Background: an optimization exercise with open tools, aiming at small area. Do not read the settings as production practice.
The RTL was checked by simulation tests, not by an equivalence proof against the original design.
No activity file was given, so power comes from the tool's default toggle rates.

==> flow/design.v <==
module topModule (
    input clk, rst,
    input S1, S2,
    input S3,
    input S4,
    input S5,
    input S6,
    input S7,
    input PB1,
    output reg Buzzer,
    output reg LED0, LED1,
    output reg [7:0] seg_7_display,
    output reg [7:0] active_low_anode
);
    localparam Time = 2'b00, Set_time = 2'b01, Set_alarm = 2'b10, Alarm = 2'b11;
    reg [4:0] ph;
    reg [9:0] hi;
    wire ph_z = ~|ph[3:0];
    wire ph_wrap = ph[4] & ph_z;
    wire tick = ph_wrap & (&hi[8:0]) & ~hi[9];
    wire [2:0] slot = hi[2:0];
    always @(posedge clk or posedge rst)
        if (rst) begin
            ph <= 5'd0;
            hi <= 10'd0;
        end else begin
            ph <= {ph[3:0], ph[4] ^ ph[2] ^ ph_z};
            hi <= hi + {9'd0, ph_wrap};
        end
    reg [1:0] state;
    reg [5:0] seconds;               
    reg [5:0] minutes, alarm_minutes;
    reg [4:0] hours, alarm_hours;
    reg [1:0] alarm_led_counter;
    reg alarm_buzzer_counter;
    reg prv_S5;
    wire in_time  = state == Time;
    wire in_st    = state == Set_time;
    wire in_sa    = state == Set_alarm;
    wire sec59 = &{seconds[5:3], seconds[1:0]};
    wire min59 = &{minutes[5:3], minutes[1:0]};
    wire hr23  = &{hours[4], hours[2:0]};
    wire amin59 = &{alarm_minutes[5:3], alarm_minutes[1:0]};
    wire ahr23  = &{alarm_hours[4], alarm_hours[2:0]};
    wire go    = tick & ~S6;
    wire inc_m  = go & ((in_time & sec59) | (in_st & S3));
    wire inc_h  = go & ((in_time & sec59 & min59) | (in_st & S4));
    wire inc_am = go & in_sa & S3;
    wire inc_ah = go & in_sa & S4;
    wire match = (minutes == alarm_minutes) && (hours == alarm_hours);
    always @(posedge clk or posedge rst)
        if (rst) prv_S5 <= 1'b0;
        else if (tick) prv_S5 <= S5;
    always @(posedge clk or posedge rst)
        if (rst) begin
            minutes <= 6'd0; hours <= 5'd0;
            alarm_minutes <= 6'd0; alarm_hours <= 5'd0;
        end else begin
            if (inc_m)  minutes <= min59 ? 6'd0 : minutes + 6'd1;
            if (inc_h)  hours <= hr23 ? 5'd0 : hours + 5'd1;
            if (inc_am) alarm_minutes <= amin59 ? 6'd0 : alarm_minutes + 6'd1;
            if (inc_ah) alarm_hours <= ahr23 ? 5'd0 : alarm_hours + 5'd1;
        end
    always @(posedge clk or posedge rst)
        if (rst) begin
            state <= Time;
            seconds <= 6'd0;
            alarm_led_counter <= 2'd0;
            alarm_buzzer_counter <= 1'b0;
            LED0 <= 1'b0;
            LED1 <= 1'b0;
            Buzzer <= 1'b0;
        end else if (tick) begin
            if (S6) begin
                LED0 <= 1'b0;
                LED1 <= 1'b0;
                Buzzer <= 1'b0;
            end else begin
                LED1 <= 1'b1;
                Buzzer <= 1'b0;
                case (state)
                    Time: begin
                        seconds <= sec59 ? 6'd0 : seconds + 6'd1;
                        LED0 <= ~seconds[0];
                        if (S1) state <= Set_time;
                        else if (S2) state <= Set_alarm;
                        else if (match & S5 & ~prv_S5) state <= Alarm;
                    end
                    Set_time: begin
                        LED0 <= 1'b0;
                        if (!S1) state <= Time;
                    end
                    Set_alarm: begin
                        LED0 <= 1'b1;
                        if (!S2) state <= Time;
                    end
                    default: begin
                        alarm_led_counter <= alarm_led_counter + 2'd1;
                        LED0 <= ~(&alarm_led_counter);
                        if (!S7) begin
                            alarm_buzzer_counter <= ~alarm_buzzer_counter;
                            Buzzer <= ~alarm_buzzer_counter;
                        end
                        if (PB1) state <= Time;
                    end
                endcase
            end
        end
    wire [5:0] v = slot[1] ? {1'b0, S2 ? alarm_hours : hours} : (S2 ? alarm_minutes : minutes);
    reg [2:0] tens;
    reg [3:0] units;
    always @(*) begin
        case (v)
            6'd0: {tens, units} = {3'd0, 4'd0};
            6'd1: {tens, units} = {3'd0, 4'd1};
            6'd2: {tens, units} = {3'd0, 4'd2};
            6'd3: {tens, units} = {3'd0, 4'd3};
            6'd4: {tens, units} = {3'd0, 4'd4};
            6'd5: {tens, units} = {3'd0, 4'd5};
            6'd6: {tens, units} = {3'd0, 4'd6};
            6'd7: {tens, units} = {3'd0, 4'd7};
            6'd8: {tens, units} = {3'd0, 4'd8};
            6'd9: {tens, units} = {3'd0, 4'd9};
            6'd10: {tens, units} = {3'd1, 4'd0};
            6'd11: {tens, units} = {3'd1, 4'd1};
            6'd12: {tens, units} = {3'd1, 4'd2};
            6'd13: {tens, units} = {3'd1, 4'd3};
            6'd14: {tens, units} = {3'd1, 4'd4};
            6'd15: {tens, units} = {3'd1, 4'd5};
            6'd16: {tens, units} = {3'd1, 4'd6};
            6'd17: {tens, units} = {3'd1, 4'd7};
            6'd18: {tens, units} = {3'd1, 4'd8};
            6'd19: {tens, units} = {3'd1, 4'd9};
            6'd20: {tens, units} = {3'd2, 4'd0};
            6'd21: {tens, units} = {3'd2, 4'd1};
            6'd22: {tens, units} = {3'd2, 4'd2};
            6'd23: {tens, units} = {3'd2, 4'd3};
            6'd24: {tens, units} = {3'd2, 4'd4};
            6'd25: {tens, units} = {3'd2, 4'd5};
            6'd26: {tens, units} = {3'd2, 4'd6};
            6'd27: {tens, units} = {3'd2, 4'd7};
            6'd28: {tens, units} = {3'd2, 4'd8};
            6'd29: {tens, units} = {3'd2, 4'd9};
            6'd30: {tens, units} = {3'd3, 4'd0};
            6'd31: {tens, units} = {3'd3, 4'd1};
            6'd32: {tens, units} = {3'd3, 4'd2};
            6'd33: {tens, units} = {3'd3, 4'd3};
            6'd34: {tens, units} = {3'd3, 4'd4};
            6'd35: {tens, units} = {3'd3, 4'd5};
            6'd36: {tens, units} = {3'd3, 4'd6};
            6'd37: {tens, units} = {3'd3, 4'd7};
            6'd38: {tens, units} = {3'd3, 4'd8};
            6'd39: {tens, units} = {3'd3, 4'd9};
            6'd40: {tens, units} = {3'd4, 4'd0};
            6'd41: {tens, units} = {3'd4, 4'd1};
            6'd42: {tens, units} = {3'd4, 4'd2};
            6'd43: {tens, units} = {3'd4, 4'd3};
            6'd44: {tens, units} = {3'd4, 4'd4};
            6'd45: {tens, units} = {3'd4, 4'd5};
            6'd46: {tens, units} = {3'd4, 4'd6};
            6'd47: {tens, units} = {3'd4, 4'd7};
            6'd48: {tens, units} = {3'd4, 4'd8};
            6'd49: {tens, units} = {3'd4, 4'd9};
            6'd50: {tens, units} = {3'd5, 4'd0};
            6'd51: {tens, units} = {3'd5, 4'd1};
            6'd52: {tens, units} = {3'd5, 4'd2};
            6'd53: {tens, units} = {3'd5, 4'd3};
            6'd54: {tens, units} = {3'd5, 4'd4};
            6'd55: {tens, units} = {3'd5, 4'd5};
            6'd56: {tens, units} = {3'd5, 4'd6};
            6'd57: {tens, units} = {3'd5, 4'd7};
            6'd58: {tens, units} = {3'd5, 4'd8};
            6'd59: {tens, units} = {3'd5, 4'd9};
            6'd60: {tens, units} = {3'd6, 4'd0};
            6'd61: {tens, units} = {3'd6, 4'd1};
            6'd62: {tens, units} = {3'd6, 4'd2};
            6'd63: {tens, units} = {3'd6, 4'd3};
        endcase
    end
    wire [3:0] dv = slot[2] ? 4'd0 : (slot[0] ? {1'b0, tens} : units);
    always @(*) begin
        case (slot)
            3'd0: active_low_anode = 8'hFE;
            3'd1: active_low_anode = 8'hFD;
            3'd2: active_low_anode = 8'hFB;
            3'd3: active_low_anode = 8'hF7;
            default: active_low_anode = 8'hFF;
        endcase
        case (dv)
            4'd0: seg_7_display = 8'hC0;
            4'd1: seg_7_display = 8'hF9;
            4'd2: seg_7_display = 8'hA4;
            4'd3: seg_7_display = 8'hB0;
            4'd4: seg_7_display = 8'h99;
            4'd5: seg_7_display = 8'h92;
            4'd6: seg_7_display = 8'h82;
            4'd7: seg_7_display = 8'hF8;
            4'd8: seg_7_display = 8'h80;
            4'd9: seg_7_display = 8'h90;
            default: seg_7_display = 8'hC0;
        endcase
    end
endmodule
clock: 10.0 ns
lec_check: 0
cap_margin: 20
core_margin: 2
core_utilization: 40
cts_buf_list: sky130_fd_sc_hd__clkbuf_8
slew_margin: 20
standard.sh (not shown) runs the stock make flow with config.mk's settings and CLKGATE_MAP_FILE= SYNTH_SCRIPT=/design/flow/synth_recipe.tcl, a recipe that flattens the netlist after the stock synthesis.
==> flow/flow/run.sh <==
#!/bin/bash
# Own layout flow: the standard flow (standard.sh) with two changes:
#  - synthesis maps the logic with an area-oriented ABC script (flow/my_synth.tcl);
#    registers, their names and cell types are as in the standard synthesis;
#  - the port buffers that placement inserts are sky130_fd_sc_hd__buf_1;
#  - clock tree synthesis takes its arguments from flow/cts_args.
# Each tool's output goes to its own log under orfs/logs; make's output to flow_make.log.
set -euo pipefail
HERE=$(pwd)
sed "s#SYNTH_SCRIPT=[^ ]*#SYNTH_SCRIPT=$HERE/flow/my_synth.tcl#" standard.sh > my_standard.sh
grep -q "SYNTH_SCRIPT=$HERE/flow/my_synth.tcl" my_standard.sh
export BUFFER_PORTS_ARGS="-buffer_cell sky130_fd_sc_hd__buf_1"
# clock tree options (ORFS's cts.tcl reads CTS_ARGS): no dummy loads
if [[ -f flow/cts_args ]]; then export CTS_ARGS="$(cat flow/cts_args)"; fi
bash my_standard.sh > flow_make.log 2>&1
==> flow/flow/my_synth.tcl <==
# synth_recipe.tcl with one change: ABC maps the logic with area-oriented scripts
# (abc_*.script beside this file) instead of ORFS's speed script. Each script is
# tried on the same input and the mapping with the smallest cell area is kept.
set ::my_abc_scripts [lsort [glob [file join [file dirname [file normalize [info script]]] abc_*.script]]]
proc synth {args} { yosys synth -nofsm -noshare {*}$args }
proc abc {args} {
  set i [lsearch -exact $args -script]
  set lib $::env(LIB_FILES)
  design -save my_pre_abc
  set best 1e30
  set best_sc ""
  foreach sc $::my_abc_scripts {
    design -load my_pre_abc
    set a $args
    if {$i >= 0} { lset a [expr {$i + 1}] $sc }
    yosys abc {*}$a
    set s [tee -q -s result.string stat -liberty [lindex $lib 0]]
    if {[regexp {Chip area for module[^:]*:\s*([0-9.]+)} $s -> area]} {
      puts "MY_ABC $sc area $area"
      if {$area < $best} { set best $area; set best_sc $sc; design -save my_best_abc }
    }
  }
  puts "MY_ABC best $best_sc area $best"
  design -load my_best_abc
}
# no separate adder mapping: ABC maps the adders with the rest of the logic
set ::env(ADDER_MAP_FILE) ""
source $::env(SCRIPTS_DIR)/synth.tcl
# left out here: clear keep_hierarchy, flatten, clean up, hide names made inside functions, write 1_2_yosys.v
Other scripts of this flow, unchanged in this note and not shown: flow/flow/abc_a.script, flow/flow/abc_b.script, flow/flow/abc_c.script, flow/flow/abc_d.script, flow/flow/abc_e.script, flow/flow/cts_args
Next try:
--- a/flow/flow/my_synth.tcl
+++ b/flow/flow/my_synth.tcl
@@ -26,2 +25,0 @@
-# no separate adder mapping: ABC maps the adders with the rest of the logic
-set ::env(ADDER_MAP_FILE) ""
Sequential cell count does not change.
Total power goes down by 1.9%.
Wire length goes up by 18%.
Global-route usage goes down by 0.11 points.
Fmax goes down by about 1.6%.
Sequential power barely changes.
Cell count goes up by about 10%.
Hold slack is about the same.
Setup slack gets worse by 0.12 ns.
Critical path depth goes down by 4.
Next try:
--- a/flow/flow/run.sh
+++ b/flow/flow/run.sh
@@ -2,2 +2,3 @@
-# Own layout flow: the standard flow (standard.sh) with two changes:
-#  - synthesis maps the logic with an area-oriented ABC script (flow/my_synth.tcl);
+# Own layout flow: the standard flow (standard.sh) with these changes:
+#  - synthesis maps all the logic, adders included, with area-oriented ABC
+#    scripts and keeps the smallest result (flow/my_synth.tcl);
@@ -6 +7,2 @@
-#  - clock tree synthesis takes its arguments from flow/cts_args.
+#  - clock tree synthesis takes its arguments from flow/cts_args;
+#  - the constant outputs share one tie cell.
@@ -12,0 +15,2 @@
+# keep synthesis's single tie cell for the constant outputs (no tie per port)
+export SKIP_REPAIR_TIE_FANOUT=1
==> flow/flow/abc_f.script (new file) <==
strash
&get -n
&st
&deepsyn -T 30 -S 5
&put
dch -f
amap -F 20 -A 30 -C 1000
topo
dnsize
==> flow/flow/abc_g.script (new file) <==
strash
&get -n
&st
&deepsyn -T 30 -S 9
&put
dch -f
amap -F 20 -A 30 -C 1000
topo
dnsize
--- a/flow/flow/my_synth.tcl
+++ b/flow/flow/my_synth.tcl
@@ -25,0 +26,2 @@
+# no separate adder mapping: ABC maps the adders with the rest of the logic
+set ::env(ADDER_MAP_FILE) ""
- via count went down by 11%
- power shrinks by 1.6%
- wire length goes down by 14%
- clock-buffer cell count does not change
- worst setup slack improves by 0.17 ns
Next try:
--- a/flow/flow/run.sh
+++ b/flow/flow/run.sh
@@ -2,3 +2,2 @@
-# Own layout flow: the standard flow (standard.sh) with these changes:
-#  - synthesis maps all the logic, adders included, with area-oriented ABC
-#    scripts and keeps the smallest result (flow/my_synth.tcl);
+# Own layout flow: the standard flow (standard.sh) with two changes:
+#  - synthesis maps the logic with an area-oriented ABC script (flow/my_synth.tcl);
@@ -7,2 +6 @@
-#  - clock tree synthesis takes its arguments from flow/cts_args;
-#  - the constant outputs share one tie cell.
+#  - clock tree synthesis takes its arguments from flow/cts_args.
@@ -15,2 +12,0 @@
-# keep synthesis's single tie cell for the constant outputs (no tie per port)
-export SKIP_REPAIR_TIE_FANOUT=1
--- a/flow/flow/my_synth.tcl
+++ b/flow/flow/my_synth.tcl
@@ -27,0 +28,2 @@
+# and the adders are left to ABC as plain ripple logic (no Kogge-Stone carry map)
+set ::env(SYNTH_OPERATIONS_ARGS) "-nofsm"
removed: flow/flow/abc_f.script
removed: flow/flow/abc_g.script
- critical path depth goes up by 1
- fmax rose by about 1.9%
- utilization grows by 0.55 points
- sequential cell count does not change
- cell area rises by about 1.2%
- worst setup slack gets better by 0.13 ns

[what the ideal ports hide]
Ports are ideal in the flow. The routed layouts listed here were re-timed in OpenROAD. Step 1 assumes that a clkbuf_16 drives the clock port and a buf_2 every other input. Step 2 moves the port delays by t, midway between the first and last clock arrival at a register: inputs arrive t later, outputs are due t later. That takes back most of the time a late clock gives input paths. a / b / c = no drivers / after step 1 / after step 2; a / b = the first two.
run | shift t [ns] | slack for setup (ns) | latest minus earliest clock arrival (ns) | worst slew at a driven data input, ns
the first run | 0.330 | 2.704 / 2.668 / 2.668 | 0.021 / 0.021 | 0.04
the second run | 0.328 | 2.585 / 2.561 / 2.561 | 0.029 / 0.029 | 0.04
the third run | 0.321 | 2.752 / 2.720 / 2.720 | 0.020 / 0.020 | 0.03
the fourth run | 0.318 | 2.886 / 2.855 / 2.855 | 0.031 / 0.031 | 0.03
After both steps every run listed still meets setup and hold. For the first run, which loses most, drivers alone change the setup slack by -0.036 ns; drivers and shift together by -0.036 ns.
